From an optimization exercise on the open Yosys and OpenROAD flow, aimed at small area and a short achievable clock period; shortcuts taken in it are not production practice.
In this exercise RTL edits were held to simulation tests only and were not proved equivalent to the original.
The flow treats the clock pin as an ideal source. Dropping or thinning the clock tree relies on that and would not hold on a real chip.
No activity file was given, so power comes from the tool's default toggle rates.

File: flow/flow/run.sh
#!/bin/bash
# Own layout flow. Synthesis: LOG2_NORM is taken as the cell netlist in
# flow/norm_cells.v (the same function as rtl/CLZ.v), LOG2_TABLE is mapped by
# ABC for speed, then the design is flattened. Layout: the standard ORFS
# flow from that netlist, with minimum-size port buffers and a small clock tree.
set -euo pipefail
here=$(pwd)
YOSYS=$FLOW_HOME/../tools/install/yosys/bin/yosys
LIB=$FLOW_HOME/platforms/sky130hd/lib/sky130_fd_sc_hd__tt_025C_1v80.lib
DU="-dont_use *probe* -dont_use *lpflow* -dont_use *clkdly* -dont_use *dlygate* -dont_use *dlymetal*"
mkdir -p syn
# The standard synthesis, run only for the names it gives the flip-flops:
# ours are renamed to match (flow/regnames.py), pairing them by their Q nets.
sed "s#$here/orfs#$here/refsyn#g" standard.sh > refsyn.sh
bash refsyn.sh synth > refsyn.log 2>&1
REF=$here/refsyn/results/sky130hd/LOG2_FIXED_POINT/base/1_2_yosys.v
cat > syn/synth.ys <<EOS
read_liberty -lib $LIB
read_verilog -defer $FLOW_DESIGN
read_verilog -defer -overwrite $here/flow/norm_cells.v
hierarchy -check -top $FLOW_TOP
synth -nofsm -noshare -top $FLOW_TOP
opt -purge
dfflibmap -liberty $LIB $DU
opt
abc -script $here/flow/table.abc -liberty $LIB $DU LOG2_TABLE
abc -script $here/flow/top.abc -liberty $LIB $DU $FLOW_TOP
flatten
setundef -zero
splitnets
opt_clean -purge
hilomap -singleton -hicell sky130_fd_sc_hd__conb_1 HI -locell sky130_fd_sc_hd__conb_1 LO
insbuf -buf sky130_fd_sc_hd__buf_1 A X
rename -hide w:*\$func\$*
check -assert -mapped
tee -o $here/syn/stat.txt stat -liberty $LIB
write_verilog -noattr -nohex -nodec $here/syn/netlist.v
EOS
$YOSYS -l syn/yosys.log -q syn/synth.ys > /dev/null
python3 flow/regnames.py $REF syn/netlist.v syn/netlist_named.v > syn/regnames.log
CK=sky130_fd_sc_hd__clkbuf_4
bash standard.sh SYNTH_NETLIST_FILES=$here/syn/netlist_named.v \
  "BUFFER_PORTS_ARGS=-buffer_cell sky130_fd_sc_hd__buf_1" \
  "CTS_ARGS=-sink_clustering_enable -repair_clock_nets -buf_list $CK -root_buf sky130_fd_sc_hd__clkbuf_8 -sink_clustering_size 30 -sink_clustering_max_diameter 300 -dont_use_dummy_load" \
  POST_CTS_TCL=$here/flow/post_cts.tcl \
  finish > standard.log 2>&1
File: flow/flow/norm_cells.v
// Generated by gen/gen_norm.py: LOG2_NORM as sky130_fd_sc_hd cells.
module LOG2_NORM (x, mn, ip);
  input  [15:0] x;
  output [4:0]  mn;
  output [4:0]  ip;
  wire a1, a2, a3, c3, h1, h2, h3, l1, l2, l3, ma0, ma1, ma2, ma3, ma4, mb0, mb1, mb2, mb3, mb4, p2, p3, s0, s1, s2, s3, t0, t1, t2, w12, w13, w14, w15, wa12, wa13, wa14, wa15, wb12, wb13, wb14, wb15, wn10, wn11, wn12, wn13, wn14, wn7, wn8, wn9, z0, za1, za2, za3;
  sky130_fd_sc_hd__nor2_1 u_h3 (.A(x[15]), .B(x[14]), .Y(h3));
  sky130_fd_sc_hd__nor2_1 u_l3 (.A(x[13]), .B(x[12]), .Y(l3));
  sky130_fd_sc_hd__nand2_1 u_a3 (.A(h3), .B(l3), .Y(a3));
  sky130_fd_sc_hd__nor2_1 u_h2 (.A(x[11]), .B(x[10]), .Y(h2));
  sky130_fd_sc_hd__nor2_1 u_l2 (.A(x[9]), .B(x[8]), .Y(l2));
  sky130_fd_sc_hd__nand2_1 u_a2 (.A(h2), .B(l2), .Y(a2));
  sky130_fd_sc_hd__nor2_1 u_h1 (.A(x[7]), .B(x[6]), .Y(h1));
  sky130_fd_sc_hd__nor2_1 u_l1 (.A(x[5]), .B(x[4]), .Y(l1));
  sky130_fd_sc_hd__nand2_1 u_a1 (.A(h1), .B(l1), .Y(a1));
  sky130_fd_sc_hd__nor4_1 u_z0 (.A(x[3]), .B(x[2]), .C(x[1]), .D(x[0]), .Y(z0));
  sky130_fd_sc_hd__and2_0 u_za3 (.A(h3), .B(l3), .X(za3));
  sky130_fd_sc_hd__and2_0 u_za2 (.A(h2), .B(l2), .X(za2));
  sky130_fd_sc_hd__and2_0 u_za1 (.A(h1), .B(l1), .X(za1));
  sky130_fd_sc_hd__buf_1 u_s3 (.A(a3), .X(s3));
  sky130_fd_sc_hd__and2_0 u_s2 (.A(za3), .B(a2), .X(s2));
  sky130_fd_sc_hd__and3_1 u_s1 (.A(za3), .B(za2), .C(a1), .X(s1));
  sky130_fd_sc_hd__and3_1 u_s0 (.A(za3), .B(za2), .C(za1), .X(s0));
  sky130_fd_sc_hd__or2_0 u_p3 (.A(a3), .B(a2), .X(p3));
  sky130_fd_sc_hd__or2_0 u_p2 (.A(a3), .B(s1), .X(p2));
  sky130_fd_sc_hd__a22oi_1 u_wa15 (.A1(s3), .A2(x[15]), .B1(s2), .B2(x[11]), .Y(wa15));
  sky130_fd_sc_hd__a22oi_1 u_wb15 (.A1(s1), .A2(x[7]), .B1(s0), .B2(x[3]), .Y(wb15));
  sky130_fd_sc_hd__nand2_1 u_w15 (.A(wa15), .B(wb15), .Y(w15));
  sky130_fd_sc_hd__a22oi_1 u_wa14 (.A1(s3), .A2(x[14]), .B1(s2), .B2(x[10]), .Y(wa14));
  sky130_fd_sc_hd__a22oi_1 u_wb14 (.A1(s1), .A2(x[6]), .B1(s0), .B2(x[2]), .Y(wb14));
  sky130_fd_sc_hd__nand2_1 u_w14 (.A(wa14), .B(wb14), .Y(w14));
  sky130_fd_sc_hd__a22oi_1 u_wa13 (.A1(s3), .A2(x[13]), .B1(s2), .B2(x[9]), .Y(wa13));
  sky130_fd_sc_hd__a22oi_1 u_wb13 (.A1(s1), .A2(x[5]), .B1(s0), .B2(x[1]), .Y(wb13));
  sky130_fd_sc_hd__nand2_1 u_w13 (.A(wa13), .B(wb13), .Y(w13));
  sky130_fd_sc_hd__a22oi_1 u_wa12 (.A1(s3), .A2(x[12]), .B1(s2), .B2(x[8]), .Y(wa12));
  sky130_fd_sc_hd__a22oi_1 u_wb12 (.A1(s1), .A2(x[4]), .B1(s0), .B2(x[0]), .Y(wb12));
  sky130_fd_sc_hd__nand2_1 u_w12 (.A(wa12), .B(wb12), .Y(w12));
  sky130_fd_sc_hd__a222oi_1 u_wn11 (.A1(s3), .A2(x[11]), .B1(s2), .B2(x[7]), .C1(s1), .C2(x[3]), .Y(wn11));
  sky130_fd_sc_hd__a222oi_1 u_wn10 (.A1(s3), .A2(x[10]), .B1(s2), .B2(x[6]), .C1(s1), .C2(x[2]), .Y(wn10));
  sky130_fd_sc_hd__a222oi_1 u_wn9 (.A1(s3), .A2(x[9]), .B1(s2), .B2(x[5]), .C1(s1), .C2(x[1]), .Y(wn9));
  sky130_fd_sc_hd__a222oi_1 u_wn8 (.A1(s3), .A2(x[8]), .B1(s2), .B2(x[4]), .C1(s1), .C2(x[0]), .Y(wn8));
  sky130_fd_sc_hd__a22oi_1 u_wn7 (.A1(s3), .A2(x[7]), .B1(s2), .B2(x[3]), .Y(wn7));
  sky130_fd_sc_hd__inv_1 u_wn14 (.A(w14), .Y(wn14));
  sky130_fd_sc_hd__inv_1 u_wn13 (.A(w13), .Y(wn13));
  sky130_fd_sc_hd__inv_1 u_wn12 (.A(w12), .Y(wn12));
  sky130_fd_sc_hd__and2b_1 u_t2 (.A_N(w15), .B(w14), .X(t2));
  sky130_fd_sc_hd__and3b_1 u_t1 (.A_N(w15), .B(wn14), .C(w13), .X(t1));
  sky130_fd_sc_hd__and3b_1 u_t0 (.A_N(w15), .B(wn14), .C(wn13), .X(t0));
  sky130_fd_sc_hd__a22oi_1 u_ma4 (.A1(w15), .A2(wn14), .B1(t2), .B2(wn13), .Y(ma4));
  sky130_fd_sc_hd__a22oi_1 u_mb4 (.A1(t1), .A2(wn12), .B1(t0), .B2(wn11), .Y(mb4));
  sky130_fd_sc_hd__nand2_1 u_mn4 (.A(ma4), .B(mb4), .Y(mn[4]));
  sky130_fd_sc_hd__a22oi_1 u_ma3 (.A1(w15), .A2(wn13), .B1(t2), .B2(wn12), .Y(ma3));
  sky130_fd_sc_hd__a22oi_1 u_mb3 (.A1(t1), .A2(wn11), .B1(t0), .B2(wn10), .Y(mb3));
  sky130_fd_sc_hd__nand2_1 u_mn3 (.A(ma3), .B(mb3), .Y(mn[3]));
  sky130_fd_sc_hd__a22oi_1 u_ma2 (.A1(w15), .A2(wn12), .B1(t2), .B2(wn11), .Y(ma2));
  sky130_fd_sc_hd__a22oi_1 u_mb2 (.A1(t1), .A2(wn10), .B1(t0), .B2(wn9), .Y(mb2));
  sky130_fd_sc_hd__nand2_1 u_mn2 (.A(ma2), .B(mb2), .Y(mn[2]));
  sky130_fd_sc_hd__a22oi_1 u_ma1 (.A1(w15), .A2(wn11), .B1(t2), .B2(wn10), .Y(ma1));
  sky130_fd_sc_hd__a22oi_1 u_mb1 (.A1(t1), .A2(wn9), .B1(t0), .B2(wn8), .Y(mb1));
  sky130_fd_sc_hd__nand2_1 u_mn1 (.A(ma1), .B(mb1), .Y(mn[1]));
  sky130_fd_sc_hd__a22oi_1 u_ma0 (.A1(w15), .A2(wn10), .B1(t2), .B2(wn9), .Y(ma0));
  sky130_fd_sc_hd__a22oi_1 u_mb0 (.A1(t1), .A2(wn8), .B1(t0), .B2(wn7), .Y(mb0));
  sky130_fd_sc_hd__nand2_1 u_mn0 (.A(ma0), .B(mb0), .Y(mn[0]));
  sky130_fd_sc_hd__and2_0 u_c3 (.A(p2), .B(w15), .X(c3));
  sky130_fd_sc_hd__nor2_1 u_ip4 (.A(p3), .B(c3), .Y(ip[4]));
  sky130_fd_sc_hd__xnor2_1 u_ip3 (.A(p3), .B(c3), .Y(ip[3]));
  sky130_fd_sc_hd__xor2_1 u_ip2 (.A(p2), .B(w15), .X(ip[2]));
  sky130_fd_sc_hd__nor2_1 u_ip1 (.A(w15), .B(t0), .Y(ip[1]));
  sky130_fd_sc_hd__a211oi_1 u_ip0 (.A1(s0), .A2(z0), .B1(w15), .C1(t1), .Y(ip[0]));
endmodule
File: flow/flow/post_cts.tcl
# After CTS: the design has only a few flip-flops, so drive all of them from
# the root clock buffer and remove the buffers CTS placed below it.
set block [ord::get_db_block]
set root [$block findInst clkbuf_0_i_CLK]
if { $root != "NULL" } {
  set rootnet [[$root findITerm X] getNet]
  foreach inst [$block getInsts] {
    if { $inst == $root } { continue }
    if { ![string match "sky130_fd_sc_hd__clkbuf_*" [[$inst getMaster] getName]] } { continue }
    set in_net [[$inst findITerm A] getNet]
    if { $in_net != $rootnet } { continue }
    set out_net [[$inst findITerm X] getNet]
    foreach it [$out_net getITerms] {
      if { [$it getInst] == $inst } { continue }
      $it disconnect
      $it connect $rootnet
    }
    puts "post_cts: removed clock buffer [$inst getName]"
    odb::dbInst_destroy $inst
    odb::dbNet_destroy $out_net
  }
  estimate_parasitics -placement
  report_clock_skew
}
File: flow/flow/regnames.py
#!/usr/bin/env python3
"""Give the flip-flops of our netlist the instance names the standard
synthesis gives them, pairing them by the net on their Q pin.

usage: regnames.py STANDARD_NETLIST OUR_NETLIST OUT_NETLIST
"""
import re, sys

INST = re.compile(r'^(\s*)(sky130_fd_sc_hd__(\w+))\s+(\\\S+|\S+)\s*\((.*?)\);', re.M | re.S)

def norm(net):
    return net.strip().lstrip('\\').replace(' ', '')

def flops(text):
    out = {}
    for m in INST.finditer(text):
        typ = m.group(3)
        if not re.match(r'e?df', typ):
            continue
        q = re.search(r'\.Q\(\s*(.*?)\s*\)', m.group(5), re.S)
        out[norm(q.group(1))] = (m.group(4), typ, m)
    return out

std = flops(open(sys.argv[1]).read())
ours_text = open(sys.argv[2]).read()
ours = flops(ours_text)
if set(std) != set(ours):
    sys.exit(f"flip-flops differ: standard {sorted(std)} ours {sorted(ours)}")
pieces, last = [], 0
for q, (name, typ, m) in sorted(ours.items(), key=lambda kv: kv[1][2].start()):
    sname, styp, _ = std[q]
    if re.sub(r'_\d+$', '', styp) != re.sub(r'_\d+$', '', typ):
        sys.exit(f"flip-flop on {q}: standard cell {styp}, ours {typ}")
    new = sname if sname.startswith('\\') else sname
    if new.startswith('\\'):
        new = new + ' '
    pieces.append(ours_text[last:m.start(4)])
    pieces.append(new)
    last = m.end(4)
    print(f"{name} -> {sname} ({q})")
pieces.append(ours_text[last:])
open(sys.argv[3], 'w').write(''.join(pieces))
File: flow/flow/table.abc
strash; dch -f; map -D 400; topo; buffer -p; upsize -D 400; dnsize -D 400; topo
File: flow/flow/top.abc
strash; dch -f; map -D 1000; topo
File: flow/standard.sh
#!/bin/bash
# synth_recipe.tcl (not shown) runs the flow's synth.tcl, then flattens the netlist and writes it again
# the make line also repeats each setting of config.mk as NAME=value (left out here)
make -C /OpenROAD-flow-scripts/flow DESIGN_CONFIG=/design/flow/config.mk WORK_HOME=/design/flow/orfs CLKGATE_MAP_FILE= SYNTH_SCRIPT=/design/flow/synth_recipe.tcl "${@:-finish}"
File: flow/config.mk
export PLATFORM = sky130hd
export DESIGN_NAME = LOG2_FIXED_POINT
export DESIGN_NICKNAME = LOG2_FIXED_POINT
export VERILOG_FILES = /design/flow/design.v
export SDC_FILE = /design/flow/constraint.sdc
export NUM_CORES = 4
export LEC_CHECK = 0
export CAP_MARGIN = 20
export CORE_MARGIN = 2
export CORE_UTILIZATION = 20
export SETUP_SLACK_MARGIN = 1.6
export SLEW_MARGIN = 20
File: flow/constraint.sdc
create_clock -name core_clock -period 4.0 [get_ports {i_CLK}]
set_input_delay 0.8000 -clock core_clock [delete_from_list [all_inputs] [get_ports {i_CLK}]]
set_output_delay 0.8000 -clock core_clock [all_outputs]
set_load 0.01 [all_outputs]
File: flow/design.v
module LOG2_NORM (x, mn, ip);
  input  [15:0] x;
  output [4:0]  mn;    
  output [4:0]  ip;    
  wire        a3 = |x[15:12];
  wire        a2 = |x[11:8];
  wire        a1 = |x[7:4];
  wire        a0 = |x[3:0];
  wire [15:7] w  = a3 ? x[15:7] :
                   a2 ? x[11:3] :
                   a1 ? {x[7:0], 1'b0} : {x[3:0], 5'b0};
  wire [4:0]  m  = w[15] ? w[14:10] :
                   w[14] ? w[13:9] :
                   w[13] ? w[12:8] : w[11:7];
  assign      mn = ~m;
  wire        p3 = a3 | a2;
  wire        p2 = a3 | (~a2 & a1);
  wire        p1 = w[15] | w[14];
  wire        p0 = w[15] | (~w[14] & w[13]);
  wire        zero = ~(a3 | a2 | a1 | a0);
  assign ip = zero ? 5'b11000 : {1'b0, p3, p2, p1, p0} - 5'd7;
endmodule   
module LOG2_TABLE (mn, t);
  input  [4:0] mn;    
  output [9:0] t;
  wire   [4:0] m = ~mn;
  localparam [31:0] TBIT0 = 32'hf77f0002;
  localparam [31:0] TBIT1 = 32'h05051774;
  localparam [31:0] TBIT2 = 32'h06531afa;
  localparam [31:0] TBIT3 = 32'had30e356;
  localparam [31:0] TBIT4 = 32'h630ffc64;
  localparam [31:0] TBIT5 = 32'hb5aaaad2;
  localparam [31:0] TBIT6 = 32'hc6333364;
  localparam [31:0] TBIT7 = 32'hf83c3c78;
  localparam [31:0] TBIT8 = 32'hffc03f80;
  localparam [31:0] TBIT9 = 32'hffffc000;
  assign t = {TBIT9[m], TBIT8[m], TBIT7[m], TBIT6[m], TBIT5[m],
              TBIT4[m], TBIT3[m], TBIT2[m], TBIT1[m], TBIT0[m]};
endmodule   
module LOG2_FIXED_POINT
          (i_CLK,
           i_RSTn,
           i_VALID,
           i_DATA_VALID,
           i_DATA,
           o_VALID,
           o_LOG2_VALID,
           o_LOG2);
  input   i_CLK;
  input   i_RSTn;
  input   i_VALID;
  input   i_DATA_VALID;
  input   [15:0] i_DATA;   
  output  o_VALID;
  output  o_LOG2_VALID;
  output  signed [18:0] o_LOG2;   
  wire [4:0] mn;      
  wire [4:0] ip;      
  wire [9:0] t;       
  LOG2_NORM u_norm (.x(i_DATA), .mn(mn), .ip(ip));
  reg  [4:0] r_mn;
  reg  [4:0] r_ip;
  reg        r_vld;   
  always @(posedge i_CLK or negedge i_RSTn)
    if (!i_RSTn)
      r_vld <= 1'b0;
    else if (i_VALID)
      r_vld <= i_DATA_VALID;
  always @(posedge i_CLK)
    if (i_VALID) begin
      r_mn <= mn;
      r_ip <= ip;
    end
  LOG2_TABLE u_table (.mn(r_mn), .t(t));
  assign o_LOG2       = {{4{r_ip[4]}}, r_ip, t};
  assign o_LOG2_VALID = r_vld;
  assign o_VALID      = i_VALID;
endmodule   
==> results of run 1 <==
metal layers:
layer	routed length, um	GRT usage	vias to the layer above	part of all wire
li1	-	-	639	-
met1	1430	0.141	597	0.46
met2	1480	0.168	48	0.48
met3	166	0.00920	2	0.054
met4	14	0.0105	0	0.0045
met5	0	0	-	0
cell type report:
type	count	area share
Sequential cell	11	0.235
Timing Repair Buffer	47	0.149
Multi-Input combinational cell	124	0.518
Clock buffer	1	0.00995
Inverter	9	0.0244
Tap cell	70	0.0633
registers in the layout (all words and copies together) (netlist names):
name,cells
r_ip,5
r_mn,5
r_vld,1
through the flow:
stage / instances / util / worst slack, ps / hold slack (ps)
6_report: 262 / 0.266 / 1670 / 413
5_1_grt: 262 / 0.266 / 1560 / 411
3_5_place_dp: 253 / 0.245 / 1320 / 502
3_3_place_gp: 253 / 0.245 / 1370 / 492
2_1_floorplan: 159 / - / 1660 / 504
power by group:
part	leakage (uW)	internal, uW	switching, uW	total, uW
combinational	0.000420	66.1	109	175
sequential	0.000109	140	15.6	156
clock	0.00000719	22.8	27.7	50.5
worst max path at each step:
stage | cells past startpoint | slack [ps] | from | end
finish | 10 | 1670 | i_DATA[13] | r_mn[1]
global route | 10 | 1560 | i_DATA[5] | r_mn[3]
detailed placement | 9 | 1320 | i_DATA[9] | r_mn[1]
global placement | 9 | 1370 | i_DATA[9] | r_mn[0]
floorplan | 8 | 1660 | i_DATA[13] | r_mn[2]
==> flow_summary_export.csv, run 1 <==
group,metric,value,unit
floorplanning,coreArea,0.00520,mm2
layout,fin_nets,214,
floorplanning,design.die.area,0.00609,mm2
routing,first_iter_violations,130,
clocking,insertion_delay,130,ps
logic_synthesis,yosys_warnings,0,
routing,via_per_inst,4.91,
critical_path,r2r_start,"r_vld",
logic_synthesis,synth_cells,159,
place,place_congestion,0.834,
run_status,status,"finished clean",
layout,design_area,0.00138,mm2
timing,setup_viol,0,
timing,max_freq,429,MHz
critical_path,r2r_end,"r_vld",
layout,multi_input_area,717,um2
timing,fin_crit_sh,0.583,
power,finalPower,382,uW
flow_run,maxCapViolCount,0,
layout,layout-drive-gt1-share,0.141,
critical_path,startpoint_type,"input pin",
place,io_buffers,40,
routing,wire_per_inst,11.8,um
global_routing,grt_pass1_wl,4930,um
critical_path,crit_path_end_kind,"flop",
logic_synthesis,syn_nets,179,
routing,vias,1286,
critical_path,crit_path_max_fanout,6,
critical_path,crit_type,"in2reg",
timing,setup-tns-final,0,ps
floorplanning,initial_core_util,0.211,
critical_path,critPathRequiredTime,3890,ps
timing,slew_headroom,0.529,
global_routing,grt_max_degree,13,
critical_path,critPathMaxStageDelay,260,ps
timing,fin_skew,0,ps
power,power.density,276,mW/mm2
place,placed_area,0.00128,mm2
critical_path,cp_cell_sequence,"buf_1, nor2_1, and2_1, and3_2, a22oi_1, nand2_1, inv_1, and3b_2, a22oi_1, nand2_1",
power,cellLeakagePower,0.000536,uW
global_routing,overflow,0,
layout,final_common_cell,"nand2_1",
layout,regArea,325,um2
timing,tightest_slew,706,ps
routing,dr.pass1.iters,5,
routing,drc,0,
timing,rsz0062_at_grt,"no",
floorplanning,ioPinCount,41,
critical_path,cp_top_family,"simple AND/OR/NAND/NOR gates",
timing,maxSlewViolCount,0,
logic_synthesis,synth.cell_area,0.00110,mm2
place,dp_hpwl,2210,um
layout,syn2layout_area_growth,26.3,%
global_routing,grt_pass1_vias,1087,
timing,finalHoldViolCount,0,
floorplanning,dieWidth,78.0,um
critical_path,ff2ff_path_depth,1,
global_routing,antenna_found_initial,0,
layout,fillers,608,
critical_path,cp.arrival,2220,ps
floorplanning,die_y,78.0,um
routing,wl,3090,um
clocking,cts_sinks,11,
min_path,min_path_type,"in2async",
critical_path,reg2reg_slack,3260,ps
critical_path,path_buf_inv,2,
timing,period_minus_slack,2330,ps
routing,ant_nets,0,
power,ir_worst_vdd,0.138,mV
global_routing,grt.total_usage,0.0990,
floorplanning,std_cell_rows,26,
logic_synthesis,avgSynthCellArea,6.89,um2
clocking,clkTransAtPathRegs,70,ps
layout,antennaDiodeCount,0,
critical_path,crit_slowest_cell,"and3_2",
layout,final_cell_mix,"38 x nand2_1, 37 x buf_1, 18 x a22oi_1",
==> inputs of run 2 (changes only) <==
--- a/flow/config.mk
+++ b/flow/config.mk
@@ -8,5 +8,5 @@
 export CAP_MARGIN = 20
 export CORE_MARGIN = 2
 export CORE_UTILIZATION = 20
-export SETUP_SLACK_MARGIN = 1.6
+export SETUP_SLACK_MARGIN = 1.75
 export SLEW_MARGIN = 20
==> flow_summary_export.csv, run 2 <==
group,metric,value,unit
run_status,status,"finished clean",
power,clkPwrFrac,0.117,
routing,first_iter_violations,110,
layout,layout-drive-gt1-share,0.358,
critical_path,critPathMaxStageDelay,270,ps
layout,syn2layout_area_growth,47.4,%
layout,final_cell_mix,"34 x nand2_1, 23 x buf_1, 14 x buf_4",
layout,antennaDiodeCount,0,
critical_path,path_buf_inv,2,
layout,fin_nets,223,
place,io_buffers,40,
global_routing,grt_pass1_vias,1100,
routing,dr.pass1.iters,4,
layout,reg_top3,"r_ip x5, r_mn x5, r_vld x1",
critical_path,critPathRequiredTime,3890,ps
routing,ant_nets,0,
routing,wl,3410,um
logic_synthesis,avgSynthCellArea,6.89,um2
timing,finalHoldViolCount,0,
global_routing,overflow,0,
timing,setup-tns-final,0,ps
critical_path,crit_path_max_fanout,7,
power,power.density,265,mW/mm2
clocking,insertion_delay,130,ps
critical_path,crit_slowest_cell,"and3b_2",
place,place_congestion,0.848,
power,power.switching,170,uW
floorplanning,coreArea,0.00520,mm2
global_routing,grt.total_usage,0.0965,
power,ir_worst_vdd,0.124,mV
timing,fin_crit_sh,0.577,
timing,timing.final.ws_setup,1690,ps
critical_path,cp.arrival,2200,ps
floorplanning,std_cell_rows,26,
timing,tightest_slew,653,ps
floorplanning,dieWidth,78.0,um
timing,setup_viol,0,
logic_synthesis,yosys_warnings,0,
routing,vias,1334,
floorplanning,initial_core_util,0.211,
global_routing,grt_pass1_wl,4710,um
global_routing,antenna_found_initial,0,
min_path,min_path_type,"in2async",
global_routing,grt_max_degree,13,
place,dp_hpwl,2190,um
clocking,clkTransAtPathRegs,70,ps
critical_path,cp_top_family,"simple AND/OR/NAND/NOR gates",
logic_synthesis,synth_cells,159,
floorplanning,ioPinCount,41,
critical_path,startpoint_type,"input pin",
floorplanning,design.die.area,0.00609,mm2
power,p_int,258,uW
flow_run,maxCapViolCount,0,
power,cellLeakagePower,0.000641,uW
place,dp_slack,1450,ps
power,switching_share,0.396,
timing,period_minus_slack,2310,ps
timing,fin_skew,0,ps
power,combinationalPowerShare,0.530,
critical_path,crit_type,"in2reg",
routing,via_per_inst,4.92,
layout,final_common_cell,"nand2_1",
timing,slew_headroom,0.565,
timing,rsz0062_at_grt,"yes",
timing,max_freq,433,MHz
floorplanning,die_y,78.0,um
clocking,cts_sinks,11,
routing,drc,0,
power,seq_power_share,0.353,
logic_synthesis,synth.cell_area,0.00110,mm2
timing,maxSlewViolCount,0,
critical_path,cp_cell_sequence,"clkbuf_2, nor2_4, and2_4, and3_4, a22oi_2, nand2_1, inv_2, and3b_2, a22oi_2, nand2_1",
routing,wire_per_inst,12.6,um
logic_synthesis,syn_nets,179,
critical_path,crit_path_end_kind,"flop",
[run 2: changes by cell type in the layout (fill, tap and decap cells not counted), sizes merged]
cell    before  now
nand2       39   38
buf         44   47
clkbuf       4   11
[run 2: power groups by stage]
stage	Combinational [uW]	Sequential [uW]	Clock, uW
floorplan	119	160	0
global placement	161	162	0
detailed placement	161	161	0
global route	251	153	53.8
finish	227	151	49.9
[run 2: final cells by class]
cell class	instances	area, um2
Clock buffer	1	13.8
Fill cell	595	3590
Inverter	9	36.3
Multi-Input combinational cell	123	813
Sequential cell	11	325
Tap cell	70	87.6
Timing Repair Buffer	57	339
[run 2: final timing paths]
kind / startpoint / to / slack [ps] / cells past startpoint
max: i_DATA[13] / r_mn[4] / 1690 / 10
min: i_RSTn / r_vld / 410 / 1
max reg2reg: r_vld / r_vld / 3260 / 1
min reg2reg: r_vld / r_vld / 510 / 1
max in group asynchronous: i_RSTn / r_vld / 3480 / 1
min in group core_clock: r_vld / r_vld / 510 / 1
[run 2: layer usage]
layer,GRT usage,up-vias,part of all wire
li1,-,653,-
met1,0.120,615,0.40
met2,0.178,62,0.53
met3,0.00230,4,0.053
met4,0.0351,0,0.014
met5,0,-,0
[run 2: metrics by stage]
step                hold slack, ps  instances  area [um2]  total power, uW  utilization
finish                         415        271        1620              428        0.310
global route                   411        271        1620              458        0.310
detailed placement             504        253        1290              322        0.249
global placement               490        253        1290              322        0.249
floorplan                      504        159        1120              278            -
==> inputs of run 3 (changes only) <==
--- a/flow/config.mk
+++ b/flow/config.mk
@@ -8,5 +8,5 @@
 export CAP_MARGIN = 20
 export CORE_MARGIN = 2
 export CORE_UTILIZATION = 20
-export SETUP_SLACK_MARGIN = 1.75
+export SETUP_SLACK_MARGIN = 1.4
 export SLEW_MARGIN = 20
==> flow_summary_export.csv, run 3 <==
group,metric,value,unit
global_routing,antenna_found_initial,0,
routing,wl,2810,um
critical_path,critPathRequiredTime,3880,ps
timing,max_freq,411,MHz
timing,setup_viol,0,
routing,dr.pass1.iters,4,
critical_path,crit_path_max_fanout,9,
power,ir_worst_vdd,0.0989,mV
flow_run,maxCapViolCount,0,
layout,final_common_cell,"buf_1",
clocking,cts_sinks,11,
routing,wire_per_inst,11.0,um
routing,vias,1236,
power,power.density,283,mW/mm2
floorplanning,dieWidth,78.0,um
floorplanning,std_cell_rows,26,
place,dp_hpwl,2200,um
global_routing,grt_pass1_wl,4520,um
power,finalPower,370,uW
logic_synthesis,synth_cells,159,
logic_synthesis,yosys_warnings,0,
place,dp.cells,253,
clocking,clkTransAtPathRegs,70,ps
timing,rsz0062_at_grt,"no",
global_routing,grt.total_usage,0.0924,
timing,setup-tns-final,0,ps
routing,first_iter_violations,78,
routing,via_per_inst,4.83,
run_status,status,"finished clean",
logic_synthesis,avgSynthCellArea,6.89,um2
layout,syn2layout_area_growth,19.3,%
global_routing,grt_pass1_vias,1053,
global_routing,grt_max_degree,16,
critical_path,startpoint_type,"input pin",
power,cellLeakagePower,0.000497,uW
layout,fillers,620,
critical_path,cp.arrival,2310,ps
routing,ant_nets,0,
critical_path,crit_path_end_kind,"flop",
layout,reg_top3,"r_ip x5, r_mn x5, r_vld x1",
timing,tightest_slew,618,ps
floorplanning,coreArea,0.00520,mm2
timing,slew_headroom,0.588,
layout,fin_nets,208,
layout,layout-drive-gt1-share,0.0484,
place,place_congestion,0.845,
timing,maxSlewViolCount,0,
floorplanning,ioPinCount,41,
min_path,min_path_type,"in2async",
timing,fin_skew,0,ps
timing,period_minus_slack,2430,ps
timing,finalHoldViolCount,0,
logic_synthesis,syn_nets,179,
critical_path,crit_type,"in2reg",
logic_synthesis,synth.cell_area,0.00110,mm2
layout,final_cell_mix,"40 x buf_1, 37 x nand2_1, 20 x a22oi_1",
place,io_buffers,40,
floorplanning,die_y,78.0,um
layout,antennaDiodeCount,0,
layout,stdcell_count,256,
clocking,insertion_delay,130,ps
timing,fin_crit_sh,0.608,
floorplanning,initial_core_util,0.211,
global_routing,overflow,0,
routing,drc,0,
floorplanning,design.die.area,0.00609,mm2
==> run 3: cell count changes in the layout (fill, tap and decap cells not counted), moves of 3 or more <==
cell      before  now
buf_6          6    0
buf_1         23   40
and2_4         3    0
clkbuf_2      10    0
a22oi_2        8    0
a22oi_1       12   20
inv_1          4    7
nor2_1         7   14
nand2_1       34   37
nor2_4         5    0
buf_4         14    2
buf_2          3    0
==> run 3: final timing paths <==
| path | slack, ps | cells after the start | start | end |
|---|---|---|---|---|
| min | 410 | 1 | i_RSTn | r_vld |
| min in group core_clock | 510 | 1 | r_vld | r_vld |
| max | 1570 | 9 | i_DATA[9] | r_mn[4] |
| max reg2reg | 3260 | 1 | r_vld | r_vld |
| min reg2reg | 510 | 1 | r_vld | r_vld |
| max in group asynchronous | 3490 | 1 | i_RSTn | r_vld |
==> run 3: per-stage QoR <==
step	setup slack [ps]	area (um2)	hold WS, ps	utilization
2_1_floorplan	1560	1100	504	-
3_3_place_gp	1230	1270	494	0.245
3_5_place_dp	1190	1270	494	0.245
5_1_grt	1450	1310	406	0.251
6_report	1570	1310	414	0.251
==> run 3: critical path, stage by stage <==
cell and delay (ps):
buf_1 100, nor2_1 160, and2_0 150, and3_2 280, a22oi_1 120, nand2_2 150, and3b_1 250, a22oi_1 200
nand2_1 90
==> run 3: metal layers <==
metal / vias up / GRT usage / wire length (um)
met4: 0 / 0.00526 / 0
met3: 0 / 0.0138 / 173
li1: 626 / - / -
met5: - / 0 / 0
met2: 46 / 0.161 / 1320
met1: 564 / 0.127 / 1320
==> run 3: where the power goes <==
group | total (uW) | switching (uW) | internal (uW)
clock network | 49.1 | 26.3 | 22.8
logic | 162 | 103 | 59.4
registers | 159 | 18.3 | 140
total | 370 | 147 | 223
==> run 3: layout make-up <==
cell class / instances / area, um2 / area share
clock buffer: 1 / 13.8 / 0.0105
inverter: 9 / 33.8 / 0.0258
multi-input combinational: 123 / 682 / 0.522
sequential: 11 / 325 / 0.249
tap: 70 / 87.6 / 0.0670
timing repair buffer: 42 / 165 / 0.126
==> inputs of run 4 (changes only) <==
--- a/flow/flow/run.sh
+++ b/flow/flow/run.sh
@@ -23,7 +23,7 @@
 opt -purge
 dfflibmap -liberty $LIB $DU
 opt
-abc -script $here/flow/table.abc -liberty $LIB $DU LOG2_TABLE
+abc -script $here/flow/table.abc -constr $here/flow/table.constr -liberty $LIB $DU LOG2_TABLE
 abc -script $here/flow/top.abc -liberty $LIB $DU $FLOW_TOP
 flatten
 setundef -zero
--- a/flow/flow/norm_cells.v
+++ b/flow/flow/norm_cells.v
@@ -3,7 +3,7 @@
   input  [15:0] x;
   output [4:0]  mn;
   output [4:0]  ip;
-  wire a1, a2, a3, c3, h1, h2, h3, l1, l2, l3, ma0, ma1, ma2, ma3, ma4, mb0, mb1, mb2, mb3, mb4, p2, p3, s0, s1, s2, s3, t0, t1, t2, w12, w13, w14, w15, wa12, wa13, wa14, wa15, wb12, wb13, wb14, wb15, wn10, wn11, wn12, wn13, wn14, wn7, wn8, wn9, z0, za1, za2, za3;
+  wire a1, a2, a3, c3, h1, h2, h3, l1, l2, l3, ma0, ma1, ma2, ma3, ma4, mb0, mb1, mb2, mb3, mb4, p2, p3, s0, s1, s2, s3, t0, t1, t2, w12, w13, w14, w15, w15b, wa12, wa13, wa14, wa15, wb12, wb13, wb14, wb15, wn10, wn11, wn12, wn13, wn14, wn7, wn8, wn9, z0, za1, za2, za3;
   sky130_fd_sc_hd__nor2_1 u_h3 (.A(x[15]), .B(x[14]), .Y(h3));
   sky130_fd_sc_hd__nor2_1 u_l3 (.A(x[13]), .B(x[12]), .Y(l3));
   sky130_fd_sc_hd__nand2_1 u_a3 (.A(h3), .B(l3), .Y(a3));
@@ -14,11 +14,11 @@
   sky130_fd_sc_hd__nor2_1 u_l1 (.A(x[5]), .B(x[4]), .Y(l1));
   sky130_fd_sc_hd__nand2_1 u_a1 (.A(h1), .B(l1), .Y(a1));
   sky130_fd_sc_hd__nor4_1 u_z0 (.A(x[3]), .B(x[2]), .C(x[1]), .D(x[0]), .Y(z0));
-  sky130_fd_sc_hd__and2_0 u_za3 (.A(h3), .B(l3), .X(za3));
-  sky130_fd_sc_hd__and2_0 u_za2 (.A(h2), .B(l2), .X(za2));
-  sky130_fd_sc_hd__and2_0 u_za1 (.A(h1), .B(l1), .X(za1));
+  sky130_fd_sc_hd__and2_1 u_za3 (.A(h3), .B(l3), .X(za3));
+  sky130_fd_sc_hd__and2_1 u_za2 (.A(h2), .B(l2), .X(za2));
+  sky130_fd_sc_hd__and2_1 u_za1 (.A(h1), .B(l1), .X(za1));
   sky130_fd_sc_hd__buf_1 u_s3 (.A(a3), .X(s3));
-  sky130_fd_sc_hd__and2_0 u_s2 (.A(za3), .B(a2), .X(s2));
+  sky130_fd_sc_hd__and3_1 u_s2 (.A(h3), .B(l3), .C(a2), .X(s2));
   sky130_fd_sc_hd__and3_1 u_s1 (.A(za3), .B(za2), .C(a1), .X(s1));
   sky130_fd_sc_hd__and3_1 u_s0 (.A(za3), .B(za2), .C(za1), .X(s0));
   sky130_fd_sc_hd__or2_0 u_p3 (.A(a3), .B(a2), .X(p3));
@@ -35,6 +35,7 @@
   sky130_fd_sc_hd__a22oi_1 u_wa12 (.A1(s3), .A2(x[12]), .B1(s2), .B2(x[8]), .Y(wa12));
   sky130_fd_sc_hd__a22oi_1 u_wb12 (.A1(s1), .A2(x[4]), .B1(s0), .B2(x[0]), .Y(wb12));
   sky130_fd_sc_hd__nand2_1 u_w12 (.A(wa12), .B(wb12), .Y(w12));
+  sky130_fd_sc_hd__nand2_1 u_w15b (.A(wa15), .B(wb15), .Y(w15b));
   sky130_fd_sc_hd__a222oi_1 u_wn11 (.A1(s3), .A2(x[11]), .B1(s2), .B2(x[7]), .C1(s1), .C2(x[3]), .Y(wn11));
   sky130_fd_sc_hd__a222oi_1 u_wn10 (.A1(s3), .A2(x[10]), .B1(s2), .B2(x[6]), .C1(s1), .C2(x[2]), .Y(wn10));
   sky130_fd_sc_hd__a222oi_1 u_wn9 (.A1(s3), .A2(x[9]), .B1(s2), .B2(x[5]), .C1(s1), .C2(x[1]), .Y(wn9));
@@ -61,10 +62,10 @@
   sky130_fd_sc_hd__a22oi_1 u_ma0 (.A1(w15), .A2(wn10), .B1(t2), .B2(wn9), .Y(ma0));
   sky130_fd_sc_hd__a22oi_1 u_mb0 (.A1(t1), .A2(wn8), .B1(t0), .B2(wn7), .Y(mb0));
   sky130_fd_sc_hd__nand2_1 u_mn0 (.A(ma0), .B(mb0), .Y(mn[0]));
-  sky130_fd_sc_hd__and2_0 u_c3 (.A(p2), .B(w15), .X(c3));
+  sky130_fd_sc_hd__and2_0 u_c3 (.A(p2), .B(w15b), .X(c3));
   sky130_fd_sc_hd__nor2_1 u_ip4 (.A(p3), .B(c3), .Y(ip[4]));
   sky130_fd_sc_hd__xnor2_1 u_ip3 (.A(p3), .B(c3), .Y(ip[3]));
-  sky130_fd_sc_hd__xor2_1 u_ip2 (.A(p2), .B(w15), .X(ip[2]));
-  sky130_fd_sc_hd__nor2_1 u_ip1 (.A(w15), .B(t0), .Y(ip[1]));
-  sky130_fd_sc_hd__a211oi_1 u_ip0 (.A1(s0), .A2(z0), .B1(w15), .C1(t1), .Y(ip[0]));
+  sky130_fd_sc_hd__xor2_1 u_ip2 (.A(p2), .B(w15b), .X(ip[2]));
+  sky130_fd_sc_hd__nor2_1 u_ip1 (.A(w15b), .B(t0), .Y(ip[1]));
+  sky130_fd_sc_hd__a211oi_1 u_ip0 (.A1(s0), .A2(z0), .B1(w15b), .C1(t1), .Y(ip[0]));
 endmodule
==> flow/flow/table.abc (replaced) <==
strash; dch -f; map -D 600; topo; buffer -p; upsize -D 600; dnsize -D 600; topo
==> flow/flow/table.constr (new file) <==
set_driving_cell sky130_fd_sc_hd__buf_1
set_load 0.004
--- a/flow/config.mk
+++ b/flow/config.mk
@@ -8,5 +8,5 @@
 export CAP_MARGIN = 20
 export CORE_MARGIN = 2
 export CORE_UTILIZATION = 20
-export SETUP_SLACK_MARGIN = 1.4
+export SETUP_SLACK_MARGIN = 1.5
 export SLEW_MARGIN = 20
==> flow_summary_export.csv, run 4 <==
group,metric,value,unit
critical_path,crit_slowest_cell,"and3b_2",
power,cellLeakagePower,0.000475,uW
critical_path,r2r_end,"r_vld",
critical_path,cp.arrival,2260,ps
global_routing,grt_pass1_wl,4780,um
critical_path,reg2reg_slack,3260,ps
routing,vias,1235,
power,finalPower,370,uW
routing,dr.pass1.iters,4,
timing,finalHoldViolCount,0,
power,power.switching,145,uW
routing,drc,0,
layout,antennaDiodeCount,0,
global_routing,grt.total_usage,0.0939,
global_routing,grt_pass1_vias,1123,
floorplanning,dieWidth,78.5,um
floorplanning,ioPinCount,41,
layout,regArea,325,um2
logic_synthesis,syn_nets,178,
timing,slew_headroom,0.504,
critical_path,startpoint_type,"input pin",
critical_path,r2r_start,"r_vld",
critical_path,critPathRequiredTime,3880,ps
global_routing,overflow,0,
critical_path,worst-path-stages,9,
place,io_buffers,40,
critical_path,crit_path_max_fanout,9,
timing,max_freq,421,MHz
layout,reg_top3,"r_ip x5, r_mn x5, r_vld x1",
timing,setup-tns-final,0,ps
routing,first_iter_violations,97,
clocking,cts_sinks,11,
power,power.density,278,mW/mm2
critical_path,cp_cell_sequence,"buf_1, nor2_2, and2_1, and3_4, a22oi_1, nand2_2, and3b_2, a22oi_1, nand2_1",
floorplanning,design.die.area,0.00615,mm2
global_routing,grt_max_degree,13,
layout,fillers,606,
layout,post-route-util,0.244,
floorplanning,die_y,78.5,um
floorplanning,initial_core_util,0.204,
clocking,insertion_delay,130,ps
routing,ant_nets,0,
critical_path,crit_end,"r_mn[2]",
timing,tightest_slew,743,ps
critical_path,crit_type,"in2reg",
layout,final_common_cell,"buf_1",
logic_synthesis,yosys_warnings,0,
timing,period_minus_slack,2380,ps
critical_path,critPathMaxStageDelay,270,ps
critical_path,cp-startpoint,"i_DATA[13]",
floorplanning,coreArea,0.00544,mm2
place,dp_hpwl,2230,um
layout,syn2layout_area_growth,19.9,%
floorplanning,std_cell_rows,27,
power,p_int,224,uW
logic_synthesis,avgSynthCellArea,7.02,um2
power,combinationalPowerShare,0.446,
critical_path,ff2ff_path_depth,1,
flow_run,maxCapViolCount,0,
critical_path,crit_path_end_kind,"flop",
logic_synthesis,synth.cell_area,0.00111,mm2
routing,wire_per_inst,11.2,um
min_path,min_path_type,"in2async",
place,place_congestion,0.855,
layout,final_cell_mix,"40 x buf_1, 30 x nand2_1, 18 x a22oi_1",
routing,wl,2840,um
critical_path,cp_top_family,"simple AND/OR/NAND/NOR gates",
critical_path,timing.critical_path.mode_cell,"a22oi_1",
timing,setup_viol,0,
critical_path,path_buf_inv,1,
global_routing,antenna_found_initial,0,
timing,fin_skew,0,ps
run_status,status,"finished clean",
layout,multi_input_area,704,um2
routing,via_per_inst,4.88,
power,switching_share,0.393,
logic_synthesis,synth_cells,158,
timing,rsz0062_at_grt,"no",
layout,fin_nets,203,
timing,fin_crit_sh,0.594,
clocking,clkTransAtPathRegs,60,ps
power,seq_power_share,0.430,
timing,maxSlewViolCount,0,
power,clkPwrFrac,0.125,
power,ir_worst_vdd,0.0703,mV
layout,layout-drive-gt1-share,0.127,
## run 4: cell count changes in the layout (fill, tap and decap cells not counted), sizes merged, moves of 2 or more
cell / change
nand2: -5
a31oi: -4
a21oi: -2
nand2b: -2
nand3: +2
nor2: +2
o211ai: +2
o21ai: +2
## run 4: how the worst min path moves through the flow
| stage | end | slack (ps) | cells after the start |
|---|---|---|---|
| 5_1_grt | r_vld | 420 | 1 |
| 2_1_floorplan | r_vld | 500 | 0 |
| 6_report | r_vld | 430 | 1 |
| 3_5_place_dp | r_vld | 500 | 1 |
| 3_3_place_gp | r_vld | 490 | 1 |
## run 4: final cells by class
| cell class | count | share of cell area |
|---|---|---|
| Multi-Input combinational cell | 119 | 0.530 |
| Timing Repair Buffer | 42 | 0.124 |
| Clock buffer | 1 | 0.0104 |
| Inverter | 8 | 0.0226 |
| Tap cell | 72 | 0.0678 |
| Sequential cell | 11 | 0.245 |
## run 4: power groups by stage
stage	clock network, uW	logic (uW)	registers (uW)
after detailed placement	0	159	161
after global routing	52.0	186	161
final	46.1	165	159
after global placement	0	158	161
after floorplan	0	131	150
## run 4: routing by layer
layer  track usage  share of wire  vias up
met5             0              0        -
met4        0.0175          0.012        0
met3       0.00920          0.060        4
met2         0.177           0.50       56
met1         0.116           0.42      559
li1              -              -      616
## run 4: metrics by stage
| stage | worst slack [ps] | hold WS (ps) | area [um2] | std cells |
|---|---|---|---|---|
| after global routing | 1450 | 419 | 1330 | 253 |
| after floorplan | 1650 | 504 | 1110 | 158 |
| after global placement | 1380 | 493 | 1270 | 250 |
| after detailed placement | 1320 | 498 | 1270 | 250 |
| final | 1620 | 425 | 1330 | 253 |
==> inputs of run 5 (changes only) <==
--- a/flow/config.mk
+++ b/flow/config.mk
@@ -8,5 +8,5 @@
 export CAP_MARGIN = 20
 export CORE_MARGIN = 2
 export CORE_UTILIZATION = 20
-export SETUP_SLACK_MARGIN = 1.5
+export SETUP_SLACK_MARGIN = 1.4
 export SLEW_MARGIN = 20
==> flow_summary_export.csv, run 5 <==
group,metric,value,unit
timing,setup_viol,0,
layout,antennaDiodeCount,0,
timing,timing.final.ws_setup,1600,ps
layout,final_common_cell,"buf_1",
critical_path,cp.arrival,2400,ps
timing,holdWs,424,ps
timing,slew_headroom,0.549,
layout,fin_nets,201,
power,clkPwrFrac,0.127,
critical_path,cp_top_family,"simple AND/OR/NAND/NOR gates",
global_routing,use_met1,0.116,
global_routing,grt_max_degree,13,
global_routing,grt.total_usage,0.0939,
clocking,clkTransAtPathRegs,70,ps
floorplanning,std_cell_rows,27,
logic_synthesis,synth.cell_area,0.00111,mm2
critical_path,crit_path_max_fanout,9,
layout,fillers,600,
timing,fin_crit_sh,0.601,
clocking,insertion_delay,130,ps
critical_path,critPathMaxStageDelay,350,ps
routing,dr.pass1.iters,5,
critical_path,crit_path_end_kind,"flop",
place,io_buffers,40,
global_routing,grt_util_met3,0.00920,
layout,post-route-util,0.237,
place,place_congestion,0.855,
floorplanning,dieWidth,78.5,um
power,ir_worst_vdd,0.0707,mV
floorplanning,ioPinCount,41,
routing,via_per_inst,4.79,
global_routing,globalRouteMet2Util,0.177,
power,cellLeakagePower,0.000465,uW
layout,layout-drive-gt1-share,0.0670,
power,power.density,283,mW/mm2
routing,vias,1203,
critical_path,crit_slowest_cell,"and3b_1",
layout,final_cell_mix,"40 x buf_1, 31 x nand2_1, 20 x a22oi_1",
power,power.switching,143,uW
critical_path,path_buf_inv,1,
place,dp_hpwl,2230,um
layout,stdcell_count,251,
timing,finalHoldViolCount,0,
critical_path,crit_type,"in2reg",
logic_synthesis,avgSynthCellArea,7.02,um2
power,combinationalPowerShare,0.437,
timing,max_freq,416,MHz
power,seq_power_share,0.436,
layout,syn2layout_area_growth,16.4,%
critical_path,cp_cell_sequence,"buf_1, nor2_1, nand2_1, and3_1, a22oi_1, nand2_2, and3b_1, a22oi_1, nand2_1",
timing,maxSlewViolCount,0,
global_routing,grt_pass1_vias,1123,
routing,first_iter_violations,93,
timing,setup-tns-final,0,ps
timing,tightest_slew,677,ps
timing,fin_skew,0,ps
global_routing,overflow,0,
routing,wire_per_inst,11.1,um
global_routing,antenna_found_initial,0,
global_routing,grt.busiest_layer,"met2",
routing,ant_nets,0,
layout,reg_top3,"r_ip x5, r_mn x5, r_vld x1",
clocking,cts_sinks,11,
global_routing,grt_pass1_wl,4780,um
place,dp_slack,1320,ps
floorplanning,die_y,78.5,um
flow_run,maxCapViolCount,0,
min_path,min_path_type,"in2async",
logic_synthesis,yosys_warnings,0,
critical_path,critPathRequiredTime,4000,ps
floorplanning,initial_core_util,0.204,
logic_synthesis,syn_nets,178,
power,switching_share,0.393,
floorplanning,design.die.area,0.00615,mm2
routing,wl,2780,um
power,p_int,221,uW
timing,rsz0062_at_grt,"no",
logic_synthesis,synth_cells,158,
run_status,status,"finished clean",
floorplanning,coreArea,0.00544,mm2
critical_path,startpoint_type,"input pin",
timing,period_minus_slack,2400,ps
routing,drc,0,
place,dp.cells,250,
## run 5: cell count changes in the layout (fill, tap and decap cells not counted), sizes merged
cell  previous run  this run
buf             42        40
## run 5: worst paths after layout
path | startpoint | endpoint | slack [ps] | cells past startpoint
worst max-delay path | i_DATA[9] | r_mn[3] | 1600 | 9
worst min-delay path | i_RSTn | r_vld | 420 | 1
worst max register to register | r_vld | r_vld | 3260 | 1
worst min register to register | r_vld | r_vld | 510 | 1
max in group asynchronous | i_RSTn | r_vld | 3470 | 1
min in group core_clock | r_vld | r_vld | 510 | 1
## run 5: final cells by class
type / instances / area [um2] / share of cell area
Sequential cell: 11 / 325 / 0.252
Multi-Input combinational cell: 119 / 681 / 0.528
Tap cell: 72 / 90.1 / 0.0698
Clock buffer: 1 / 13.8 / 0.0107
Inverter: 8 / 30.0 / 0.0233
Timing Repair Buffer: 40 / 150 / 0.116
## run 5: metal layers
layer / share of wire / up-vias / wire length (um)
met3: 0.061 / 2 / 168
li1: - / 609 / -
met4: 0.0068 / 0 / 19
met2: 0.50 / 47 / 1380
met1: 0.43 / 545 / 1200
met5: 0 / - / 0
## run 5: through the flow
| stage | total power, uW | area, um2 |
|---|---|---|
| finish | 364 | 1290 |
| global route | 394 | 1290 |
| detailed placement | 320 | 1270 |
| global placement | 319 | 1270 |
| floorplan | 282 | 1110 |
## run 5: power by group through the flow
stage,Combinational [uW],Sequential (uW),Clock [uW]
after detailed placement,159,161,0
final,159,159,46.4
after global routing,181,161,52.0
after global placement,158,161,0
after floorplan,131,150,0
==> inputs of run 6 (changes only) <==
--- a/flow/flow/norm_cells.v
+++ b/flow/flow/norm_cells.v
@@ -3,7 +3,7 @@
   input  [15:0] x;
   output [4:0]  mn;
   output [4:0]  ip;
-  wire a1, a2, a3, c3, h1, h2, h3, l1, l2, l3, ma0, ma1, ma2, ma3, ma4, mb0, mb1, mb2, mb3, mb4, p2, p3, s0, s1, s2, s3, t0, t1, t2, w12, w13, w14, w15, w15b, wa12, wa13, wa14, wa15, wb12, wb13, wb14, wb15, wn10, wn11, wn12, wn13, wn14, wn7, wn8, wn9, z0, za1, za2, za3;
+  wire a1, a2, a3, c3, h1, h2, h3, l1, l2, l3, ma0, ma1, ma2, ma3, ma4, mb0, mb1, mb2, mb3, mb4, p2, p3, s0, s1, s2, s3, t0, t1, t2, w12, w13, w14, w15, w15n, wa12, wa13, wa14, wa15, wb12, wb13, wb14, wb15, wn10, wn11, wn12, wn13, wn14, wn7, wn8, wn9, z0, za1, za2, za3;
   sky130_fd_sc_hd__nor2_1 u_h3 (.A(x[15]), .B(x[14]), .Y(h3));
   sky130_fd_sc_hd__nor2_1 u_l3 (.A(x[13]), .B(x[12]), .Y(l3));
   sky130_fd_sc_hd__nand2_1 u_a3 (.A(h3), .B(l3), .Y(a3));
@@ -17,15 +17,15 @@
   sky130_fd_sc_hd__and2_1 u_za3 (.A(h3), .B(l3), .X(za3));
   sky130_fd_sc_hd__and2_1 u_za2 (.A(h2), .B(l2), .X(za2));
   sky130_fd_sc_hd__and2_1 u_za1 (.A(h1), .B(l1), .X(za1));
-  sky130_fd_sc_hd__buf_1 u_s3 (.A(a3), .X(s3));
-  sky130_fd_sc_hd__and3_1 u_s2 (.A(h3), .B(l3), .C(a2), .X(s2));
-  sky130_fd_sc_hd__and3_1 u_s1 (.A(za3), .B(za2), .C(a1), .X(s1));
-  sky130_fd_sc_hd__and3_1 u_s0 (.A(za3), .B(za2), .C(za1), .X(s0));
+  sky130_fd_sc_hd__buf_2 u_s3 (.A(a3), .X(s3));
+  sky130_fd_sc_hd__and3_2 u_s2 (.A(h3), .B(l3), .C(a2), .X(s2));
+  sky130_fd_sc_hd__and3_2 u_s1 (.A(za3), .B(za2), .C(a1), .X(s1));
+  sky130_fd_sc_hd__and3_2 u_s0 (.A(za3), .B(za2), .C(za1), .X(s0));
   sky130_fd_sc_hd__or2_0 u_p3 (.A(a3), .B(a2), .X(p3));
   sky130_fd_sc_hd__or2_0 u_p2 (.A(a3), .B(s1), .X(p2));
   sky130_fd_sc_hd__a22oi_1 u_wa15 (.A1(s3), .A2(x[15]), .B1(s2), .B2(x[11]), .Y(wa15));
   sky130_fd_sc_hd__a22oi_1 u_wb15 (.A1(s1), .A2(x[7]), .B1(s0), .B2(x[3]), .Y(wb15));
-  sky130_fd_sc_hd__nand2_1 u_w15 (.A(wa15), .B(wb15), .Y(w15));
+  sky130_fd_sc_hd__nand2_2 u_w15 (.A(wa15), .B(wb15), .Y(w15));
   sky130_fd_sc_hd__a22oi_1 u_wa14 (.A1(s3), .A2(x[14]), .B1(s2), .B2(x[10]), .Y(wa14));
   sky130_fd_sc_hd__a22oi_1 u_wb14 (.A1(s1), .A2(x[6]), .B1(s0), .B2(x[2]), .Y(wb14));
   sky130_fd_sc_hd__nand2_1 u_w14 (.A(wa14), .B(wb14), .Y(w14));
@@ -35,7 +35,7 @@
   sky130_fd_sc_hd__a22oi_1 u_wa12 (.A1(s3), .A2(x[12]), .B1(s2), .B2(x[8]), .Y(wa12));
   sky130_fd_sc_hd__a22oi_1 u_wb12 (.A1(s1), .A2(x[4]), .B1(s0), .B2(x[0]), .Y(wb12));
   sky130_fd_sc_hd__nand2_1 u_w12 (.A(wa12), .B(wb12), .Y(w12));
-  sky130_fd_sc_hd__nand2_1 u_w15b (.A(wa15), .B(wb15), .Y(w15b));
+  sky130_fd_sc_hd__and2_1 u_w15n (.A(wa15), .B(wb15), .X(w15n));
   sky130_fd_sc_hd__a222oi_1 u_wn11 (.A1(s3), .A2(x[11]), .B1(s2), .B2(x[7]), .C1(s1), .C2(x[3]), .Y(wn11));
   sky130_fd_sc_hd__a222oi_1 u_wn10 (.A1(s3), .A2(x[10]), .B1(s2), .B2(x[6]), .C1(s1), .C2(x[2]), .Y(wn10));
   sky130_fd_sc_hd__a222oi_1 u_wn9 (.A1(s3), .A2(x[9]), .B1(s2), .B2(x[5]), .C1(s1), .C2(x[1]), .Y(wn9));
@@ -44,9 +44,9 @@
   sky130_fd_sc_hd__inv_1 u_wn14 (.A(w14), .Y(wn14));
   sky130_fd_sc_hd__inv_1 u_wn13 (.A(w13), .Y(wn13));
   sky130_fd_sc_hd__inv_1 u_wn12 (.A(w12), .Y(wn12));
-  sky130_fd_sc_hd__and2b_1 u_t2 (.A_N(w15), .B(w14), .X(t2));
-  sky130_fd_sc_hd__and3b_1 u_t1 (.A_N(w15), .B(wn14), .C(w13), .X(t1));
-  sky130_fd_sc_hd__and3b_1 u_t0 (.A_N(w15), .B(wn14), .C(wn13), .X(t0));
+  sky130_fd_sc_hd__and2_2 u_t2 (.A(w15n), .B(w14), .X(t2));
+  sky130_fd_sc_hd__and3_2 u_t1 (.A(w15n), .B(wn14), .C(w13), .X(t1));
+  sky130_fd_sc_hd__and3_2 u_t0 (.A(w15n), .B(wn14), .C(wn13), .X(t0));
   sky130_fd_sc_hd__a22oi_1 u_ma4 (.A1(w15), .A2(wn14), .B1(t2), .B2(wn13), .Y(ma4));
   sky130_fd_sc_hd__a22oi_1 u_mb4 (.A1(t1), .A2(wn12), .B1(t0), .B2(wn11), .Y(mb4));
   sky130_fd_sc_hd__nand2_1 u_mn4 (.A(ma4), .B(mb4), .Y(mn[4]));
@@ -62,10 +62,10 @@
   sky130_fd_sc_hd__a22oi_1 u_ma0 (.A1(w15), .A2(wn10), .B1(t2), .B2(wn9), .Y(ma0));
   sky130_fd_sc_hd__a22oi_1 u_mb0 (.A1(t1), .A2(wn8), .B1(t0), .B2(wn7), .Y(mb0));
   sky130_fd_sc_hd__nand2_1 u_mn0 (.A(ma0), .B(mb0), .Y(mn[0]));
-  sky130_fd_sc_hd__and2_0 u_c3 (.A(p2), .B(w15b), .X(c3));
+  sky130_fd_sc_hd__and2_0 u_c3 (.A(p2), .B(w15), .X(c3));
   sky130_fd_sc_hd__nor2_1 u_ip4 (.A(p3), .B(c3), .Y(ip[4]));
   sky130_fd_sc_hd__xnor2_1 u_ip3 (.A(p3), .B(c3), .Y(ip[3]));
-  sky130_fd_sc_hd__xor2_1 u_ip2 (.A(p2), .B(w15b), .X(ip[2]));
-  sky130_fd_sc_hd__nor2_1 u_ip1 (.A(w15b), .B(t0), .Y(ip[1]));
-  sky130_fd_sc_hd__a211oi_1 u_ip0 (.A1(s0), .A2(z0), .B1(w15b), .C1(t1), .Y(ip[0]));
+  sky130_fd_sc_hd__xor2_1 u_ip2 (.A(p2), .B(w15), .X(ip[2]));
+  sky130_fd_sc_hd__nor2_1 u_ip1 (.A(w15), .B(t0), .Y(ip[1]));
+  sky130_fd_sc_hd__a211oi_1 u_ip0 (.A1(s0), .A2(z0), .B1(w15), .C1(t1), .Y(ip[0]));
 endmodule
==> flow_summary_export.csv, run 6 <==
group,metric,value,unit
global_routing,overflow,0,
power,finalPower,365,uW
place,io_buffers,40,
clocking,cts_sinks,11,
global_routing,antenna_found_initial,0,
global_routing,grt.total_usage,0.0929,
logic_synthesis,syn_nets,178,
floorplanning,dieWidth,78.7,um
run_status,status,"finished clean",
critical_path,ff2ff_path_depth,1,
critical_path,crit_type,"in2reg",
floorplanning,die_y,78.7,um
floorplanning,coreArea,0.00544,mm2
power,power.density,284,mW/mm2
min_path,min_path_type,"in2async",
timing,tightest_slew,659,ps
layout,fin_nets,201,
layout,multi_input_area,678,um2
power,ir_worst_vdd,0.0789,mV
critical_path,cp.arrival,2320,ps
routing,met1Wirelength,1200,um
place,dp_hpwl,2120,um
layout,final_cell_mix,"40 x buf_1, 30 x nand2_1, 20 x a22oi_1",
timing,fin_skew,0,ps
floorplanning,design.die.area,0.00619,mm2
critical_path,critPathRequiredTime,3880,ps
layout,layout-drive-gt1-share,0.0894,
timing,period_minus_slack,2440,ps
timing,rsz0062_at_grt,"no",
timing,setup-tns-final,0,ps
timing,maxSlewViolCount,0,
routing,wl,2660,um
floorplanning,std_cell_rows,27,
critical_path,crit_path_max_fanout,9,
logic_synthesis,yosys_warnings,0,
routing,dr.pass1.iters,5,
routing,highest_layer,"met4",
floorplanning,ioPinCount,41,
place,placed_area,0.00127,mm2
global_routing,grt_pass1_vias,1106,
layout,fillers,612,
timing,setup_viol,0,
timing,finalHoldViolCount,0,
timing,fin_crit_sh,0.609,
layout,regArea,325,um2
floorplanning,initial_core_util,0.205,
layout,final_common_cell,"buf_1",
timing,slew_headroom,0.560,
logic_synthesis,synth_cells,158,
global_routing,grt_pass1_wl,4730,um
routing,drc,0,
place,dp_slack,1450,ps
timing,timing.final.ws_setup,1560,ps
layout,syn2layout_area_growth,15.4,%
routing,wire_per_inst,10.6,um
routing,via_per_inst,4.79,
routing,vias,1202,
critical_path,crit_path_end_kind,"flop",
routing,first_iter_violations,82,
logic_synthesis,synth.cell_area,0.00112,mm2
global_routing,grt_max_degree,13,
routing,ant_nets,0,
timing,max_freq,410,MHz
layout,antennaDiodeCount,0,
power,cellLeakagePower,0.000459,uW
critical_path,startpoint_type,"input pin",
place,place_congestion,0.830,
layout,reg_top3,"r_ip x5, r_mn x5, r_vld x1",
routing,dr_wl_met2,1250,um
logic_synthesis,avgSynthCellArea,7.06,um2
flow_run,maxCapViolCount,0,
clocking,clkTransAtPathRegs,70,ps
layout,design_area,0.00129,mm2
routing,wl_met3,196,um
clocking,insertion_delay,130,ps
-- run 6: area by class of cell --
cell class,count,share of cell area
inverter,8,0.0233
multi-input combinational,119,0.527
sequential,11,0.253
tap,72,0.0700
clock buffer,1,0.0107
timing repair buffer,40,0.117
-- run 6: power breakdown --
group	leakage (uW)	switching (uW)	internal, uW
clock	0.00000719	24.4	22.7
sequential	0.000109	18.9	140
combinational	0.000342	100	58.5
total	0.000459	143	222
-- run 6: per-stage QoR --
stage / instances / hold WS [ps] / util
after floorplan: 158 / 504 / -
after global placement: 250 / 492 / 0.234
after detailed placement: 250 / 501 / 0.234
after global routing: 251 / 414 / 0.237
final: 251 / 416 / 0.237
-- run 6: routing by layer --
| metal | GRT usage | vias up |
|---|---|---|
| li1 | - | 608 |
| met1 | 0.121 | 531 |
| met3 | 0.0102 | 2 |
| met2 | 0.164 | 61 |
| met4 | 0.0228 | 0 |
| met5 | 0 | - |
-- run 6: path summary, 6_finish.rpt --
check                                start  endpoint  slack (ps)
worst max-delay path            i_DATA[13]   r_mn[0]        1560
worst min-delay path                i_RSTn     r_vld         420
worst max register to register       r_vld     r_vld        3260
worst min register to register       r_vld     r_vld         520
max in group asynchronous           i_RSTn     r_vld        3490
min in group core_clock              r_vld     r_vld         520
-- run 6: critical path: stages --
cell and delay [ps]:
buf_1 90, nor2_1 190, and2_1 170, and3_2 270
a22oi_1 130, and2_1 190, and3_2 220, a22oi_1 180
nand2_1 90
==> inputs of run 7 (changes only) <==
--- a/flow/config.mk
+++ b/flow/config.mk
@@ -8,5 +8,5 @@
 export CAP_MARGIN = 20
 export CORE_MARGIN = 2
 export CORE_UTILIZATION = 20
-export SETUP_SLACK_MARGIN = 1.4
+export SETUP_SLACK_MARGIN = 1.5
 export SLEW_MARGIN = 20
==> flow_summary_export.csv, run 7 <==
group,metric,value,unit
timing,setup_viol,0,
layout,syn2layout_area_growth,18.2,%
global_routing,overflow,0,
layout,final_cell_mix,"40 x buf_1, 30 x nand2_1, 20 x a22oi_1",
routing,dr.pass1.iters,4,
place,placed_area,0.00127,mm2
critical_path,critPathMaxStageDelay,280,ps
global_routing,grt.total_usage,0.0929,
logic_synthesis,synth_cells,158,
global_routing,grt_pass1_wl,4730,um
critical_path,path_buf_inv,1,
routing,wl,2710,um
timing,max_freq,425,MHz
clocking,insertion_delay,130,ps
routing,ant_nets,0,
run_status,status,"finished clean",
floorplanning,dieWidth,78.7,um
flow_run,maxCapViolCount,0,
critical_path,crit_type,"in2reg",
critical_path,crit_path_end_kind,"flop",
clocking,clkTransAtPathRegs,70,ps
critical_path,cp_top_family,"simple AND/OR/NAND/NOR gates",
power,ir_worst_vdd,0.0815,mV
timing,finalHoldViolCount,0,
critical_path,reg2reg_slack,3260,ps
logic_synthesis,yosys_warnings,0,
power,power.density,281,mW/mm2
logic_synthesis,synth.cell_area,0.00112,mm2
routing,drc,0,
routing,first_iter_violations,71,
place,place_congestion,0.830,
timing,tightest_slew,669,ps
place,dp_hpwl,2120,um
critical_path,timing.critical_path.mode_cell,"nand2_1",
critical_path,crit_slowest_cell,"and3_2",
timing,maxSlewViolCount,0,
floorplanning,initial_core_util,0.205,
clocking,cts_sinks,11,
timing,fin_skew,0,ps
power,cellLeakagePower,0.000471,uW
timing,period_minus_slack,2350,ps
timing,fin_crit_sh,0.588,
min_path,min_path_type,"in2async",
floorplanning,die_y,78.7,um
layout,reg_top3,"r_ip x5, r_mn x5, r_vld x1",
global_routing,antenna_found_initial,0,
critical_path,critPathRequiredTime,3880,ps
critical_path,crit_path_max_fanout,9,
logic_synthesis,syn_nets,178,
critical_path,cp_cell_sequence,"buf_1, nor2_1, nand2_1, and3_2, a22oi_1, nand2_1, and3_2, a22oi_1, nand2_1",
critical_path,cp-startpoint,"i_DATA[11]",
routing,vias,1215,
timing,setup-tns-final,0,ps
timing,slew_headroom,0.554,
floorplanning,design.die.area,0.00619,mm2
global_routing,grt_max_degree,13,
layout,design_area,0.00132,mm2
layout,layout-drive-gt1-share,0.115,
floorplanning,ioPinCount,41,
global_routing,grt_pass1_vias,1106,
routing,wire_per_inst,10.7,um
layout,antennaDiodeCount,0,
layout,final_common_cell,"buf_1",
place,io_buffers,40,
logic_synthesis,avgSynthCellArea,7.06,um2
critical_path,cp.arrival,2230,ps
floorplanning,coreArea,0.00544,mm2
critical_path,r2r_start,"r_vld",
floorplanning,std_cell_rows,27,
routing,via_per_inst,4.78,
critical_path,startpoint_type,"input pin",
timing,rsz0062_at_grt,"no",
layout,fin_nets,204,
==> run 7: cell count changes in the layout (fill, tap and decap cells not counted) <==
| cell | previous run | this run |
|---|---|---|
| buf_4 | 0 | 3 |
| nor2_1 | 15 | 13 |
| nor2_2 | 1 | 3 |
| and3_2 | 5 | 4 |
| and3_4 | 0 | 1 |
==> run 7: area by class of cell <==
type / count / area (um2)
inverters: 8 / 30.0
multi-input cells: 119 / 687
fillers: 613 / 4120
well taps: 72 / 90.1
clock buffers: 1 / 13.8
flip-flops and latches: 11 / 325
repair buffers: 43 / 173
==> run 7: where the power goes <==
| group | leakage, uW | internal, uW | total, uW | switching (uW) |
|---|---|---|---|---|
| Combinational | 0.000355 | 62.9 | 166 | 103 |
| Sequential | 0.000109 | 140 | 157 | 16.9 |
| Clock | 0.00000719 | 22.7 | 47.1 | 24.4 |
| Total | 0.000471 | 226 | 371 | 145 |
==> run 7: metal layers <==
layer | wire length, um | track usage
met1 | 1210 | 0.121
met2 | 1290 | 0.164
met3 | 179 | 0.0102
met4 | 30 | 0.0228
met5 | 0 | 0
==> run 7: path summary, 6_finish.rpt <==
path,to,cells past startpoint
hold reg to reg,r_vld,1
hold / removal,r_vld,1
min in group core_clock,r_vld,1
setup reg to reg,r_vld,1
setup / recovery,r_mn[0],9
max in group asynchronous,r_vld,1
==> run 7: stage by stage <==
stage               worst slack, ps  utilization  power, uW  hold slack [ps]  cells
global placement               1460        0.234        320              492    250
floorplan                      1750            -        282              504    158
detailed placement             1450        0.234        320              501    250
finish                         1650        0.242        371              416    254
global route                   1500        0.242        406              414    254

## what the ideal ports hide
Ports are ideal in the flow. The routed layouts listed here were re-timed in OpenROAD.
Step 1 (the two cells are an assumption about what drives the block):
set clk [get_ports {i_CLK}]
set_driving_cell -lib_cell sky130_fd_sc_hd__clkbuf_16 $clk
set_driving_cell -lib_cell sky130_fd_sc_hd__buf_2 [delete_from_list [all_inputs] $clk]
Step 2, shift: input delay + t, output delay - t, t = (earliest + latest rising clock arrival at the registers) / 2. This alone moves slack from input paths to output paths.
Slacks: ideal ports / drivers / drivers and shift; pairs: ideal ports / drivers.
| run | t, ns | slack for setup (ns) | worst hold slack (ns) | worst setup path after step 2 |
|---|---|---|---|---|
| run 1 | 0.157 | 1.667 / 1.670 / 1.513 | 0.413 / 0.412 / 0.512 | input to register |
| run 2 | 0.158 | 1.692 / 1.677 / 1.528 | 0.415 / 0.413 / 0.513 | input to register |
| run 3 | 0.153 | 1.569 / 1.569 / 1.416 | 0.414 / 0.416 / 0.509 | input to register |
| run 4 | 0.149 | 1.622 / 1.624 / 1.475 | 0.425 / 0.427 / 0.510 | input to register |
| run 5 | 0.149 | 1.595 / 1.594 / 1.445 | 0.424 / 0.426 / 0.510 | input to register |
| run 6 | 0.150 | 1.564 / 1.564 / 1.414 | 0.416 / 0.418 / 0.517 | input to register |
| run 7 | 0.150 | 1.648 / 1.648 / 1.497 | 0.416 / 0.418 / 0.517 | input to register |
After both steps setup and hold are still met in every run listed. The setup slack of run 2, which loses most, moves by -0.015 ns with the drivers and by -0.164 ns with both steps.
